What follows belongs to an exercise in optimizing a design on an open flow for a short achievable clock period and few clock cycles; a production flow would make more cautious choices.
Function was checked by simulation only, so behaviour that the tests miss may differ from the original.
Power and IR drop assume default switching activity.

==> design/flow/design.v <==
`timescale 1ns / 1ps
module ADC32 (
	input [31:0] A,
	input [31:0] B,
	input C0,
	output [32:0] S );
	assign S = A + {C0, B} + C0;
endmodule
`timescale 1ns / 1ps
module SignalExt_32 (
	input S,
	output [31:0] So );
	assign So = {32{S}};
endmodule
`timescale 1ns / 1ps
module and32 (
	input [31:0] A,
	input [31:0] B,
	output [31:0] res );
	assign res = A & B;
endmodule
`timescale 1ns / 1ps
module or32 (
	input [31:0] A,
	input [31:0] B,
	output [31:0] res );
	assign res = A | B;
endmodule
`timescale 1ns / 1ps
module xor32 (
	input [31:0] A,
	input [31:0] B,
	output [31:0] res );
	assign res = A ^ B;
endmodule
`timescale 1ns / 1ps
module nor32 (
	input [31:0] A,
	input [31:0] B,
	output [31:0] res );
	assign res = ~ (A | B);
endmodule
`timescale 1ns / 1ps
module srl32 (
	input [31:0] A,
	input [31:0] B,
	output [31:0] res );
	assign res = B >> 1;
endmodule
`timescale 1ns / 1ps
module or_bit_32 (
	input [31:0] A,
	output o );
	assign o = | A;
endmodule
`timescale 1ns / 1ps
module mux8to1_32(
	input [31:0] x0,
	input [31:0] x1,
	input [31:0] x2,
	input [31:0] x3,
	input [31:0] x4,
	input [31:0] x5,
	input [31:0] x6,
	input [31:0] x7,
	input [2:0] sel,
	output reg[31:0] o );
	always @* begin
		case(sel)
			3'b000: o = x0;
			3'b001: o = x1;
			3'b010: o = x2;
			3'b011: o = x3;
			3'b100: o = x4;
			3'b101: o = x5;
			3'b110: o = x6;
			3'b111: o = x7;
		endcase
	end
endmodule
`timescale 1ns / 1ps
module mux4to1_32 (
	input [1:0] sel,
	input [31:0] a,
	input [31:0] b,
	input [31:0] c,
	input [31:0] d,
	output reg[31:0] o );
	always @* begin
		case(sel)
			2'b00: o = a;
			2'b01: o = b;
			2'b10: o = c;
			2'b11: o = d;
		endcase
	end
endmodule
`timescale 1ns / 1ps
module mux4to1_5 (
	input [1:0] sel,
	input [4:0] a,
	input [4:0] b,
	input [4:0] c,
	input [4:0] d,
	output reg [4:0] o );
	always @* begin
		case(sel)
			2'b00: o = a;
			2'b01: o = b;
			2'b10: o = c;
			2'b11: o = d;
		endcase
	end
endmodule
`timescale 1ns / 1ps
module mux2to1_32 (
	input [31:0] a,
	input [31:0] b,
	input sel,
	output [31:0] o );
	assign o = sel ? a : b;
endmodule
`timescale 1ns / 1ps
module Ext_32 (
	input [15:0] imm_16,
	output [31:0] Imm_32 );
	assign Imm_32 = {{16{imm_16[15]}}, imm_16};
endmodule
`timescale 1ns / 1ps
module ALU (
	input [2:0] ALU_operation,
	input [31:0] A,
	input [31:0] B,
	output overflow,
	output zero,
	output [31:0] res );
	wire or_all_bits;
	wire [32:0] S;
	wire [31:0] outand;
	wire [31:0] outor;
	wire [31:0] outxor;
	wire [31:0] outnor;
	wire [31:0] outsrl;
	wire [31:0] addnumber;
	wire [31:0] mask;
	wire [31:0] res_DUMMY;
	assign res[31:0] = res_DUMMY[31:0];
	assign zero = ~or_all_bits;
	and32 O1 (.A(A[31:0]), .B(B[31:0]), .res(outand[31:0]));	
	or32  O2 (.A(A[31:0]), .B(B[31:0]), .res(outor[31:0]));
	ADC32 O3 (.A(A[31:0]), .B(addnumber[31:0]), .C0(ALU_operation[2]), .S(S[32:0]));
	xor32 O4 (.A(A[31:0]), .B(B[31:0]), .res(outxor[31:0]));
	nor32 O5 (.A(A[31:0]), .B(B[31:0]), .res(outnor[31:0]));
	srl32 O6 (.A(A[31:0]), .B(B[31:0]), .res(outsrl[31:0]));
	xor32 O7 (.A(mask[31:0]), .B(B[31:0]), .res(addnumber[31:0]));
	mux8to1_32 muxout (
		.sel(ALU_operation[2:0]),
		.x0(outand[31:0]),
		.x1(outor[31:0]),
		.x2(S[31:0]),
		.x3(outxor[31:0]),
		.x4(outnor[31:0]),
		.x5(outsrl[31:0]),
		.x6(S[31:0]),
		.x7({31'b0, S[32]}),
		.o(res_DUMMY[31:0])
	);
	or_bit_32 Or_bit (.A(res_DUMMY[31:0]), .o(or_all_bits));
	SignalExt_32 sign (.S(ALU_operation[2]), .So(mask[31:0]));
endmodule
`timescale 1ns / 1ps
module REG32 (
	input clk,
	input CE,
	input [31:0] D,
	output [31:0] Q );
	reg [31:0] register;
	assign Q = register;
	always @(posedge clk) begin
		if(CE == 1) register <= D;
	end
endmodule
`timescale 1ns / 1ps
module REG32_with_rst (
	input clk,
	input rst,
	input CE,
	input [31:0] D,
	output [31:0] Q );
	reg [31:0] register;
	assign Q = register;
	always @(posedge clk, posedge rst) begin
		if(rst == 1) register <= 0;
		else if(CE == 1) register <= D;
	end
endmodule
`timescale 1ns / 1ps
module Regs (
	input clk, rst, L_S,
	input [4:0] R_addr_A, R_addr_B, Wt_addr,
	input [31:0] Wt_data,
	output [31:0] rdata_A, rdata_B );
	reg [31:0] register [1:31];
	integer i;
	assign rdata_A = (R_addr_A == 0)? 0: register[R_addr_A];
	assign rdata_B = (R_addr_B == 0)? 0: register[R_addr_B];
	always @(posedge clk, posedge rst) begin
		if(rst == 1) for(i = 1; i < 32; i = i + 1) register[i] <= 0;
		else if(Wt_addr != 0 && L_S == 1) register[Wt_addr] <= Wt_data;
	end
endmodule
`timescale 1ns / 1ps
module ctrl (
	input clk,
	input reset,
	input zero,
	input overflow,
	input MIO_ready,
	input [31:0] Inst_in,
	output [4:0] state_out,
	output reg MemRead,
	output reg MemWrite,
	output reg CPU_MIO,
	output reg IorD,
	output reg IRWrite,
	output reg RegWrite,
	output reg ALUSrcA,
	output reg PCWrite,
	output reg PCWriteCond,
	output reg Branch,
	output reg [1:0] RegDst,
	output reg [1:0] MemtoReg,
	output reg [1:0] ALUSrcB,
	output reg [1:0] PCSource,
	output reg [2:0] ALU_operation );
	parameter
		IF     = 5'b00000,
		ID     = 5'b00001,
		EX_R   = 5'b00010,
		EX_MEM = 5'b00011,
		EX_I   = 5'b00100,
		WB_LUI = 5'b00101,
		EX_BEQ = 5'b00110,
		EX_BNE = 5'b00111,
		EX_JR  = 5'b01000,
		EX_JAL = 5'b01001,
		EX_J   = 5'b01010,
		MEM_RD = 5'b01011,
		MEM_WD = 5'b01100,
		WB_R   = 5'b01101,
		WB_I   = 5'b01110,
		WB_LW  = 5'b01111,
		ERROR  = 5'b11111
	;
	parameter
		AND  = 3'b000,
		OR   = 3'b001,
		ADD  = 3'b010,
		XOR  = 3'b011,
		NOR  = 3'b100,
		SRL  = 3'b101,
		SUB  = 3'b110,
		SLTU = 3'b111
	;
	reg [4:0] state;
	assign state_out = state;
	always @ (posedge clk or posedge reset) begin
		if (reset == 1) begin
			{ 
		PCWrite,                
		PCWriteCond,            
		IorD,                   
		MemRead,                
		MemWrite,               
		IRWrite,                
		MemtoReg,               
		PCSource,               
		ALUSrcB,                
		ALUSrcA,                
		RegWrite,               
		RegDst,                 
		CPU_MIO                 
	} <= 17'h12821;
			ALU_operation <= ADD;
			state <= IF;
		end
		else case (state)
			IF: begin 
				if(MIO_ready) begin
					{ 
		PCWrite,                
		PCWriteCond,            
		IorD,                   
		MemRead,                
		MemWrite,               
		IRWrite,                
		MemtoReg,               
		PCSource,               
		ALUSrcB,                
		ALUSrcA,                
		RegWrite,               
		RegDst,                 
		CPU_MIO                 
	} <= 17'h00060;
					state <= ID;
					ALU_operation <= ADD;
				end
				else begin
					{ 
		PCWrite,                
		PCWriteCond,            
		IorD,                   
		MemRead,                
		MemWrite,               
		IRWrite,                
		MemtoReg,               
		PCSource,               
		ALUSrcB,                
		ALUSrcA,                
		RegWrite,               
		RegDst,                 
		CPU_MIO                 
	} <= 17'h12821;
					state <= IF;
					ALU_operation <= ADD;
				end
			end
			ID: begin
				case (Inst_in[31:26])
					6'h00: begin
						if(Inst_in[5:0] == 6'h08) begin
							{ 
		PCWrite,                
		PCWriteCond,            
		IorD,                   
		MemRead,                
		MemWrite,               
		IRWrite,                
		MemtoReg,               
		PCSource,               
		ALUSrcB,                
		ALUSrcA,                
		RegWrite,               
		RegDst,                 
		CPU_MIO                 
	} <= 17'h10010;
							state <= EX_JR;
							ALU_operation <= ADD;
						end else begin
							{ 
		PCWrite,                
		PCWriteCond,            
		IorD,                   
		MemRead,                
		MemWrite,               
		IRWrite,                
		MemtoReg,               
		PCSource,               
		ALUSrcB,                
		ALUSrcA,                
		RegWrite,               
		RegDst,                 
		CPU_MIO                 
	} <= 17'h00010;
							state <= EX_R;
							case (Inst_in[5:0])
								6'h02: ALU_operation <= SRL;
								6'h20: ALU_operation <= ADD;
								6'h22: ALU_operation <= SUB;
								6'h24: ALU_operation <= AND;
								6'h25: ALU_operation <= OR;
								6'h26: ALU_operation <= XOR;
								6'h27: ALU_operation <= NOR;
								6'h2B: ALU_operation <= SLTU;
								default: ALU_operation <= ADD;
							endcase
						end
					end
					6'h23: begin
						{ 
		PCWrite,                
		PCWriteCond,            
		IorD,                   
		MemRead,                
		MemWrite,               
		IRWrite,                
		MemtoReg,               
		PCSource,               
		ALUSrcB,                
		ALUSrcA,                
		RegWrite,               
		RegDst,                 
		CPU_MIO                 
	} <= 17'h00050;
						state <= EX_MEM;
						ALU_operation <= ADD;
					end
					6'h2B: begin
						{ 
		PCWrite,                
		PCWriteCond,            
		IorD,                   
		MemRead,                
		MemWrite,               
		IRWrite,                
		MemtoReg,               
		PCSource,               
		ALUSrcB,                
		ALUSrcA,                
		RegWrite,               
		RegDst,                 
		CPU_MIO                 
	} <= 17'h00050;
						state <= EX_MEM;
						ALU_operation <= ADD;
					end
					6'h04: begin
						{ 
		PCWrite,                
		PCWriteCond,            
		IorD,                   
		MemRead,                
		MemWrite,               
		IRWrite,                
		MemtoReg,               
		PCSource,               
		ALUSrcB,                
		ALUSrcA,                
		RegWrite,               
		RegDst,                 
		CPU_MIO                 
	} <= 17'h08090;
						state <= EX_BEQ;
						ALU_operation <= SUB;
						Branch <= 1;
					end
					6'h05: begin
						{ 
		PCWrite,                
		PCWriteCond,            
		IorD,                   
		MemRead,                
		MemWrite,               
		IRWrite,                
		MemtoReg,               
		PCSource,               
		ALUSrcB,                
		ALUSrcA,                
		RegWrite,               
		RegDst,                 
		CPU_MIO                 
	} <= 17'h08090;
						state <= EX_BNE;
						ALU_operation <= SUB;
						Branch <= 0;
					end
					6'h08: begin
						{ 
		PCWrite,                
		PCWriteCond,            
		IorD,                   
		MemRead,                
		MemWrite,               
		IRWrite,                
		MemtoReg,               
		PCSource,               
		ALUSrcB,                
		ALUSrcA,                
		RegWrite,               
		RegDst,                 
		CPU_MIO                 
	} <= 17'h00050;
						state <= EX_I;
						ALU_operation <= ADD;
					end
					6'h0C: begin
						{ 
		PCWrite,                
		PCWriteCond,            
		IorD,                   
		MemRead,                
		MemWrite,               
		IRWrite,                
		MemtoReg,               
		PCSource,               
		ALUSrcB,                
		ALUSrcA,                
		RegWrite,               
		RegDst,                 
		CPU_MIO                 
	} <= 17'h00050;
						state <= EX_I;
						ALU_operation <= AND;
					end
					6'h0D: begin
						{ 
		PCWrite,                
		PCWriteCond,            
		IorD,                   
		MemRead,                
		MemWrite,               
		IRWrite,                
		MemtoReg,               
		PCSource,               
		ALUSrcB,                
		ALUSrcA,                
		RegWrite,               
		RegDst,                 
		CPU_MIO                 
	} <= 17'h00050;
						state <= EX_I;
						ALU_operation <= OR;
					end
					6'h0E: begin
						{ 
		PCWrite,                
		PCWriteCond,            
		IorD,                   
		MemRead,                
		MemWrite,               
		IRWrite,                
		MemtoReg,               
		PCSource,               
		ALUSrcB,                
		ALUSrcA,                
		RegWrite,               
		RegDst,                 
		CPU_MIO                 
	} <= 17'h00050;
						state <= EX_I;
						ALU_operation <= XOR;
					end
					6'h0B: begin
						{ 
		PCWrite,                
		PCWriteCond,            
		IorD,                   
		MemRead,                
		MemWrite,               
		IRWrite,                
		MemtoReg,               
		PCSource,               
		ALUSrcB,                
		ALUSrcA,                
		RegWrite,               
		RegDst,                 
		CPU_MIO                 
	} <= 17'h00050;
						state <= EX_I;
						ALU_operation <= SLTU;
					end
					6'h0F:  begin
						{ 
		PCWrite,                
		PCWriteCond,            
		IorD,                   
		MemRead,                
		MemWrite,               
		IRWrite,                
		MemtoReg,               
		PCSource,               
		ALUSrcB,                
		ALUSrcA,                
		RegWrite,               
		RegDst,                 
		CPU_MIO                 
	} <= 17'h00468;
						state <= WB_LUI;
						ALU_operation <= ADD;
					end
					6'h02: begin
						{ 
		PCWrite,                
		PCWriteCond,            
		IorD,                   
		MemRead,                
		MemWrite,               
		IRWrite,                
		MemtoReg,               
		PCSource,               
		ALUSrcB,                
		ALUSrcA,                
		RegWrite,               
		RegDst,                 
		CPU_MIO                 
	} <= 17'h10160;
						state <= EX_J;
						ALU_operation <= ADD;
					end
					6'h03: begin
						{ 
		PCWrite,                
		PCWriteCond,            
		IorD,                   
		MemRead,                
		MemWrite,               
		IRWrite,                
		MemtoReg,               
		PCSource,               
		ALUSrcB,                
		ALUSrcA,                
		RegWrite,               
		RegDst,                 
		CPU_MIO                 
	} <= 17'h1076C;
						state <= EX_JAL;
						ALU_operation <= ADD;
					end
				endcase
			end
			EX_MEM: begin
				case (Inst_in[31:26])
					6'h23: begin
						{ 
		PCWrite,                
		PCWriteCond,            
		IorD,                   
		MemRead,                
		MemWrite,               
		IRWrite,                
		MemtoReg,               
		PCSource,               
		ALUSrcB,                
		ALUSrcA,                
		RegWrite,               
		RegDst,                 
		CPU_MIO                 
	} <= 17'h06051;
						state <= MEM_RD;
						ALU_operation <= ADD;
					end
					6'h2B: begin
						{ 
		PCWrite,                
		PCWriteCond,            
		IorD,                   
		MemRead,                
		MemWrite,               
		IRWrite,                
		MemtoReg,               
		PCSource,               
		ALUSrcB,                
		ALUSrcA,                
		RegWrite,               
		RegDst,                 
		CPU_MIO                 
	} <= 17'h05051;
						state <= MEM_WD;
						ALU_operation <= ADD;
					end
				endcase
			end
			EX_R: begin
				{ 
		PCWrite,                
		PCWriteCond,            
		IorD,                   
		MemRead,                
		MemWrite,               
		IRWrite,                
		MemtoReg,               
		PCSource,               
		ALUSrcB,                
		ALUSrcA,                
		RegWrite,               
		RegDst,                 
		CPU_MIO                 
	} <= 17'h0001A;
				state <= WB_R;
				ALU_operation <= ADD;
			end
			EX_I: begin
				{ 
		PCWrite,                
		PCWriteCond,            
		IorD,                   
		MemRead,                
		MemWrite,               
		IRWrite,                
		MemtoReg,               
		PCSource,               
		ALUSrcB,                
		ALUSrcA,                
		RegWrite,               
		RegDst,                 
		CPU_MIO                 
	} <= 17'h00058;
				state <= WB_I;
				ALU_operation <= ADD;
			end
			WB_LUI: begin
				{ 
		PCWrite,                
		PCWriteCond,            
		IorD,                   
		MemRead,                
		MemWrite,               
		IRWrite,                
		MemtoReg,               
		PCSource,               
		ALUSrcB,                
		ALUSrcA,                
		RegWrite,               
		RegDst,                 
		CPU_MIO                 
	} <= 17'h12821;
				state <= IF;
				ALU_operation <= ADD;
			end
			EX_BEQ: begin
				{ 
		PCWrite,                
		PCWriteCond,            
		IorD,                   
		MemRead,                
		MemWrite,               
		IRWrite,                
		MemtoReg,               
		PCSource,               
		ALUSrcB,                
		ALUSrcA,                
		RegWrite,               
		RegDst,                 
		CPU_MIO                 
	} <= 17'h12821;
				state <= IF;
				ALU_operation <= ADD;
			end
			EX_BNE: begin
				{ 
		PCWrite,                
		PCWriteCond,            
		IorD,                   
		MemRead,                
		MemWrite,               
		IRWrite,                
		MemtoReg,               
		PCSource,               
		ALUSrcB,                
		ALUSrcA,                
		RegWrite,               
		RegDst,                 
		CPU_MIO                 
	} <= 17'h12821;
				state <= IF;
				ALU_operation <= ADD;
			end
			EX_JR: begin
				{ 
		PCWrite,                
		PCWriteCond,            
		IorD,                   
		MemRead,                
		MemWrite,               
		IRWrite,                
		MemtoReg,               
		PCSource,               
		ALUSrcB,                
		ALUSrcA,                
		RegWrite,               
		RegDst,                 
		CPU_MIO                 
	} <= 17'h12821;
				state <= IF;
				ALU_operation <= ADD;
			end
			EX_JAL: begin
				{ 
		PCWrite,                
		PCWriteCond,            
		IorD,                   
		MemRead,                
		MemWrite,               
		IRWrite,                
		MemtoReg,               
		PCSource,               
		ALUSrcB,                
		ALUSrcA,                
		RegWrite,               
		RegDst,                 
		CPU_MIO                 
	} <= 17'h12821;
				state <= IF;
				ALU_operation <= ADD;
			end
			EX_J: begin
				{ 
		PCWrite,                
		PCWriteCond,            
		IorD,                   
		MemRead,                
		MemWrite,               
		IRWrite,                
		MemtoReg,               
		PCSource,               
		ALUSrcB,                
		ALUSrcA,                
		RegWrite,               
		RegDst,                 
		CPU_MIO                 
	} <= 17'h12821;
				state <= IF;
				ALU_operation <= ADD;
			end
			MEM_RD: begin
				if(MIO_ready) begin
					{ 
		PCWrite,                
		PCWriteCond,            
		IorD,                   
		MemRead,                
		MemWrite,               
		IRWrite,                
		MemtoReg,               
		PCSource,               
		ALUSrcB,                
		ALUSrcA,                
		RegWrite,               
		RegDst,                 
		CPU_MIO                 
	} <= 17'h00208;
					state <= WB_LW;
					ALU_operation <= ADD;
				end
				else begin
					{ 
		PCWrite,                
		PCWriteCond,            
		IorD,                   
		MemRead,                
		MemWrite,               
		IRWrite,                
		MemtoReg,               
		PCSource,               
		ALUSrcB,                
		ALUSrcA,                
		RegWrite,               
		RegDst,                 
		CPU_MIO                 
	} <= 17'h06051;
					state <= MEM_RD;
					ALU_operation <= ADD;
				end
			end
			MEM_WD: begin
				if(MIO_ready) begin
					{ 
		PCWrite,                
		PCWriteCond,            
		IorD,                   
		MemRead,                
		MemWrite,               
		IRWrite,                
		MemtoReg,               
		PCSource,               
		ALUSrcB,                
		ALUSrcA,                
		RegWrite,               
		RegDst,                 
		CPU_MIO                 
	} <= 17'h12821;
					state <= IF;
					ALU_operation <= ADD;
				end
				else begin
					{ 
		PCWrite,                
		PCWriteCond,            
		IorD,                   
		MemRead,                
		MemWrite,               
		IRWrite,                
		MemtoReg,               
		PCSource,               
		ALUSrcB,                
		ALUSrcA,                
		RegWrite,               
		RegDst,                 
		CPU_MIO                 
	} <= 17'h05051;
					state <= MEM_WD;
					ALU_operation <= ADD;
				end
			end
			WB_R: begin
				{ 
		PCWrite,                
		PCWriteCond,            
		IorD,                   
		MemRead,                
		MemWrite,               
		IRWrite,                
		MemtoReg,               
		PCSource,               
		ALUSrcB,                
		ALUSrcA,                
		RegWrite,               
		RegDst,                 
		CPU_MIO                 
	} <= 17'h12821;
				state <= IF;
				ALU_operation <= ADD;
			end
			WB_I: begin
				{ 
		PCWrite,                
		PCWriteCond,            
		IorD,                   
		MemRead,                
		MemWrite,               
		IRWrite,                
		MemtoReg,               
		PCSource,               
		ALUSrcB,                
		ALUSrcA,                
		RegWrite,               
		RegDst,                 
		CPU_MIO                 
	} <= 17'h12821;
				state <= IF;
				ALU_operation <= ADD;
			end
			WB_LW: begin
				{ 
		PCWrite,                
		PCWriteCond,            
		IorD,                   
		MemRead,                
		MemWrite,               
		IRWrite,                
		MemtoReg,               
		PCSource,               
		ALUSrcB,                
		ALUSrcA,                
		RegWrite,               
		RegDst,                 
		CPU_MIO                 
	} <= 17'h12821;
				state <= IF;
				ALU_operation <= ADD;
			end
		endcase
	end
endmodule
`timescale 1ns / 1ps
module M_datapath (
	input clk,
	input reset,
	input IorD,
	input ALUSrcA,
	input RegWrite,
	input IRWrite,
	input MIO_ready,
	input PCWrite,
	input PCWriteCond,
	input Branch,
	input [1:0] PCSource,
	input [1:0] RegDst,
	input [1:0] MemtoReg,
	input [1:0] ALUSrcB,
	input [2:0] ALU_operation,
	input [31:0] data2CPU,
	output zero,
	output overflow,
	output [31:0] PC_Current,
	output [31:0] M_addr,
	output [31:0] data_out,
	output [31:0] Inst );
	wire [4:0] Wt_addr;
	wire [31:0] A;
	wire [31:0] B;
	wire [31:0] res;
	wire [31:0] Wt_data;
	wire [31:0] rdata_A;
	wire [31:0] rdata_B;
	wire [31:0] MDR_data;
	wire [31:0] PC_in;
	wire [31:0] ALU_Out;
	wire [31:0] Imm_32;
	wire PC_CE;
	assign data_out = rdata_B;
	assign PC_CE = MIO_ready & (PCWrite | (PCWriteCond & (~(zero ^ Branch))));
	ALU U1 (.A(A), .B(B), .ALU_operation(ALU_operation), .zero(zero), .res(res), .overflow(overflow));
	Regs U2 (
		.clk(clk), .rst(reset), .L_S(RegWrite), .R_addr_A(Inst[25:21]), .R_addr_B(Inst[20:16]),
		.Wt_addr(Wt_addr), .Wt_data(Wt_data), .rdata_A(rdata_A), .rdata_B(rdata_B)
	);
	REG32_with_rst PC (.clk(clk), .rst(reset), .CE(PC_CE), .D(PC_in), .Q(PC_Current));
	REG32
		IR (.clk(clk), .CE(IRWrite), .D(data2CPU), .Q(Inst)),
		MDR (.clk(clk), .CE(1), .D(data2CPU), .Q(MDR_data)),
		ALUout (.clk(clk), .CE(1), .D(res), .Q(ALU_Out))
	;
	mux4to1_5 MUX1 (.a(Inst[20:16]), .b(Inst[15:11]), .c(5'b11111), .d(5'bx), .sel(RegDst), .o(Wt_addr));
	mux2to1_32 
		MUX4 (.a(rdata_A), .b(PC_Current), .o(A), .sel(ALUSrcA)),
		MUX5 (.a(ALU_Out), .b(PC_Current), .o(M_addr), .sel(IorD))
	;
	mux4to1_32
		MUX2 (.a(ALU_Out), .b(MDR_data), .c({Inst[15:0], {16{1'b0}}}), .d(PC_Current), .sel(MemtoReg), .o(Wt_data)),
		MUX3 (.a(rdata_B), .b(4), .c(Imm_32), .d({Imm_32[29:0], 2'b00}), .sel(ALUSrcB), .o(B)),
		MUX6 (.a(res), .b(ALU_Out), .c({PC_Current[31:28], Inst[25:0], 2'b00}), .d(ALU_Out), .sel(PCSource), .o(PC_in))
	;
	Ext_32 Ext_32 (.imm_16(Inst[15:0]), .Imm_32(Imm_32));
endmodule
`timescale 1ns / 1ps
module Muliti_CPU (
	input clk,
	input reset,
	input MIO_ready,
	input [31:0] Data_in,
	output mem_w,
	output CPU_MIO,
	output [31:0] Addr_out,
	output [31:0] Data_out );
	wire [31:0] PC_out;
	wire [31:0] inst_out;
	wire overflow;
	wire zero;
	wire MemRead;
	wire MemWrite;
	wire IorD;
	wire IRWrite;
	wire RegWrite;
	wire ALUSrcA;
	wire PCWrite;
	wire PCWriteCond;
	wire Branch;
	wire [1:0] RegDst;
	wire [1:0] MemtoReg;
	wire [1:0] ALUSrcB;
	wire [1:0] PCSource;
	wire [2:0] ALU_operation;
	assign mem_w = MemWrite && (~MemRead);
	ctrl m_ctrl (
		.clk(clk),
		.reset(reset),
		.Inst_in(inst_out),
		.MIO_ready(MIO_ready),
		.overflow(overflow),
		.zero(zero),
		.MemRead(MemRead),
		.MemWrite(MemWrite),
		.CPU_MIO(CPU_MIO),
		.IorD(IorD),
		.IRWrite(IRWrite),
		.RegWrite(RegWrite),
		.ALUSrcA(ALUSrcA),
		.PCWrite(PCWrite),
		.PCWriteCond(PCWriteCond),
		.Branch(Branch),
		.RegDst(RegDst),
		.MemtoReg(MemtoReg),
		.ALUSrcB(ALUSrcB),
		.PCSource(PCSource),
		.ALU_operation(ALU_operation),
		.state_out()
	);
	M_datapath m_datapath (
		.clk(clk),
		.reset(reset),
		.MIO_ready(MIO_ready),
		.IorD(IorD),
		.IRWrite(IRWrite),
		.RegWrite(RegWrite),
		.ALUSrcA(ALUSrcA),
		.PCWrite(PCWrite),
		.PCWriteCond(PCWriteCond),
		.Branch(Branch),
		.RegDst(RegDst),
		.MemtoReg(MemtoReg),
		.ALUSrcB(ALUSrcB),
		.PCSource(PCSource),
		.ALU_operation(ALU_operation),
		.data2CPU(Data_in),
		.PC_Current(PC_out),
		.Inst(inst_out),
		.data_out(Data_out),
		.M_addr(Addr_out),
		.zero(zero),
		.overflow(overflow)
	);
endmodule
==> design/flow/run.sh <==
#!/bin/bash
# synth_recipe.tcl (not shown) runs the flow's synth.tcl, then flattens the netlist and writes it again
# the make line also repeats each setting of config.mk as NAME=value (left out here)
make -C /OpenROAD-flow-scripts/flow DESIGN_CONFIG=/design/flow/config.mk WORK_HOME=/design/flow/orfs CLKGATE_MAP_FILE= SYNTH_SCRIPT=/design/flow/synth_recipe.tcl finish
==> design/flow/config.mk <==
export PLATFORM = sky130hd
export DESIGN_NAME = Muliti_CPU
export DESIGN_NICKNAME = Muliti_CPU
export VERILOG_FILES = /design/flow/design.v
export SDC_FILE = /design/flow/constraint.sdc
export NUM_CORES = 4
export LEC_CHECK = 0
export CAP_MARGIN = 20
export CORE_MARGIN = 2
export CORE_UTILIZATION = 30
export PLACE_DENSITY = 0.5
export SLEW_MARGIN = 20
==> design/flow/constraint.sdc <==
create_clock -name core_clock -period 11.0 [get_ports {clk}]
set_input_delay 2.2000 -clock core_clock [delete_from_list [all_inputs] [get_ports {clk}]]
set_output_delay 2.2000 -clock core_clock [all_outputs]
set_load 0.01 [all_outputs]
==> reports/results.ini <==
[status]
outcome = timing/DRC/antenna clean

[critical_path]
max_stage_delay_ns = 0.79
rr_worst_depth = 27
worstPathMaxFanout = 24
crit_type = reg2reg
required_ns = 11.72
cp-start-kind = flop
cp_slowest_cell = nor3_2
endpoint_kind = flop
rrSetupSlack_ns = 0.88
cpMostUsedCell = buf_4
worstPathArrival_ns = 10.84

[sta]
setup_tns_ns = 0
post-route-min-period_ns = 10.12
setup_viol = 0
worstMarginPinSlew_ns = 1.216
hold_viol_final = 0
relSlewSlack_pct = 18.91
rsz0062_at_grt = no
slew_viol_final = 0
fin_ws_ns = 0.8803
finalHoldWorstSlack_ns = 0.4770
skew_ns = 0.03819
max_freq_mhz = 98.82
finalCritPeriodShare_pct = 92.00

[detailed_routing]
viasPerCell = 6.481
avgRoutedWirePerCell_um = 37.35
postRouteAntennaNets = 0
post-route-drc-count = 0
via_count = 62849
drt_wl_total_mm = 362.2
first_pass_iters = 9
drt_first_iter_violations = 10660

[grt]
grt_max_degree = 144
grtUsageTotal_pct = 34.21
grt_antenna_before_repair = 34
grt_pass1_wl_mm = 494.6
grt_pass1_vias = 58551
grt.overflow.total = 0

[logic_synthesis]
seq_area_frac_synth_pct = 46.73
ys.flop_type = dfrtp_1
synthCells = 7048
syn-cell-area_sq_mm = 0.06100
synth_nets = 7181
ys_warn_count = 10
ys_types = 80
synthArstFlopShare_pct = 91.53
synth-edff-count = 33
ys_ff_latch = 1145
syn_avg_cell_area_sq_um = 8.655

[power_and_ir_drop]
peakVddDrop_mv = 0.1451
p_int_mw = 11.70
p_leak_nw = 30.37
switching_share_pct = 48.61
power_density_mw_per_mm2 = 322.1
seqPwrFrac_pct = 34.8
p_switching_mw = 11.07
pwr-share-clk_pct = 21.6
comb_power_share_pct = 43.6

[floorplanning]
num_rows = 165
initial_utilization_pct = 30.18
core_region_area_sq_mm = 0.2021
pin_count = 101
die-area_sq_mm = 0.2070
dieHeight_um = 454.9
die_w_um = 454.9

[clock_network]
clk_latency_ns = 0.84
cts_max_path_buffers = 3
cts.clk_slew.worst_paths_ns = 0.07
cts-buffers-inserted = 141
post_cts_resized = 0
cts_num_sinks = 1145
cts_tree = done
htree_levels = 4
postCtsHoldBufs = 0
cts-root-buf = clkbuf_16
cts_setup_buffers = 0

[hold_path]
hp-class = reg2reg
hold_depth = 2

[placement]
io_buffers = 100
dpl_cell_area_sq_mm = 0.06573
gp_congestion = 1.028
dp_cells = 9410
dpl.hpwl_mm = 234.3
dp_slack_ns = 1.419

[flow_run]
cap_viol_max_count = 0

[cells_and_area]
nNetsFinal = 7018
area_growth_pct = 15.85
fin_cells = 9698
layout-drive-gt1-share_pct = 9.963
finish.instance_area_sq_mm = 0.07068

==> cell usage in the layout, fill, tap and decap left out, types with 31 or more instances in the layout <==
cell type / n
nand2_1: 1226
o21ai_0: 1126
dfrtp_1: 1036
a22oi_1: 481
nand3_1: 315
buf_4: 240
a21oi_1: 201
nor2_1: 180
nand4_1: 165
inv_1: 144
clkbuf_16: 142
and3_1: 134
mux2i_1: 115
clkdlybuf4s50_1: 100
a22o_1: 99
ha_1: 97
a221oi_1: 81
dfxtp_1: 64
nor3_1: 49
a2111oi_0: 46
xnor2_1: 45
nor4_1: 40
a21o_1: 39
nor2_4: 35
a211oi_1: 35
edfxtp_1: 33
clkbuf_1: 31
==> Yosys cell counts, types with 62 or more instances <==
cell	n	area (sq um)
o21ai_0	1141	5710
a221oi_1	81	709.4
dfrtp_1	1042	26080
buf_1	62	232.7
a21oi_1	223	1116
clkbuf_1	580	2177
ha_1	97	1214
inv_1	145	544.3
mux2i_1	115	1151
nand2_1	1229	4613
and3_1	135	844.6
dfxtp_1	64	1281
nor2_1	240	900.9
a22o_1	99	867.1
nand4_1	165	1032
nand3_1	322	1612
a22oi_1	481	3611
==> sequential cells by signal, indices dropped and copies added (netlist names), 3 cells and up <==
register	cells
m_ctrl.ALU_operation	3
m_ctrl.state	4
m_datapath.ALUout.register	32
m_datapath.IR.register	32
m_datapath.MDR.register	32
m_datapath.PC.register	32
m_datapath.U2.register	992
==> routing by layer <==
| metal | GRT usage, % | routed length [um] | part of all wire (%) |
|---|---|---|---|
| met5 | 0 | 163 | 0.045 |
| met4 | 21.56 | 28440 | 7.9 |
| met2 | 48.04 | 146200 | 40 |
| met1 | 44.35 | 141200 | 39 |
| met3 | 12.27 | 46200 | 13 |
==> metrics by stage <==
stage	util, %	total power [mW]
floorplan	-	12.39
global placement	32.50	17.26
detailed placement	32.52	17.32
CTS	34.88	22.24
global route	34.94	23.60
finish	34.97	22.77
==> layout make-up <==
class	instances	area, sq um
fill	20720	131400
multi-input combinational	5088	30170
sequential	1145	28510
clock buffer	203	4083
tap	2672	3343
timing repair buffer	363	3261
clock inverter	51	681.9
inverter	146	551.8
antenna	30	75.07
==> logic make-up after synthesis <==
group / share of synthesized area, %
buffers and inverters: 5.121
adder cells (fa/ha/maj): 2.022
AO/OA/AOI/OAI: 24.77
multiplexers: 2.607
AND/OR/NAND/NOR: 18.01
XOR/XNOR: 0.7466
flip-flops: 46.73
==> power groups by stage <==
stage / sequential (mW) / combinational [mW] / clock (mW)
4_1_cts: 7.80 / 9.49 / 4.94
3_3_place_gp: 7.87 / 9.39 / 0
6_report: 7.92 / 9.93 / 4.91
2_1_floorplan: 6.83 / 5.56 / 0
5_1_grt: 8.02 / 10.5 / 5.12
3_5_place_dp: 7.85 / 9.47 / 0
==> critical path: cells and delay by family (launching register included) <==
family | cells | cell delay (ns)
AND/OR/NAND/NOR | 10 | 3.69
multiplexers | 1 | 0.34
XOR/XNOR | 2 | 0.35
AO/OA/AOI/OAI | 8 | 2.52
buffers and inverters | 5 | 1.78
flip-flops | 1 | 0.78
adder cells (fa/ha/maj) | 1 | 0.43
==> worst paths after layout <==
check                                                  to                        from
setup / recovery               m_datapath.PC.register[13]  m_datapath.IR.register[17]
hold / removal                            m_ctrl.MemWrite             m_ctrl.MemWrite
setup reg to reg               m_datapath.PC.register[13]  m_datapath.IR.register[17]
hold reg to reg                           m_ctrl.MemWrite             m_ctrl.MemWrite
max in group asynchronous  m_datapath.U2.register[22][27]                       reset
min in group asynchronous                  m_ctrl.ALUSrcA                       reset
Testbench counts, summed over its fixed seeds: cycles 202,916.

## re-timing with driven ports
How much do the figures lean on ideal ports? The routed layout below was timed once more, with nothing changed but the port constraints.
Step 1, drivers: a clkbuf_16 drives clk and a buf_2 each remaining input, both assumed.
Step 2, shift: input delay + t, output delay - t, t = (earliest + latest rising clock arrival at the registers) / 2. This alone moves slack from input paths to output paths.
Three values: no drivers, after step 1, after step 2; two values: the first two.
shift t [ns]: 0.909
setup slack, ns: 0.880 / 0.880 / 0.880
hold slack, ns: 0.477 / 0.477 / 0.477
slew at the worst register clock pin (ns): 0.07 / 0.07
cell pins on the clock port's net: 1
After both steps this run still meets setup and hold. The setup slack of this run moves by 0.000 ns with the drivers and by 0.000 ns with both steps.
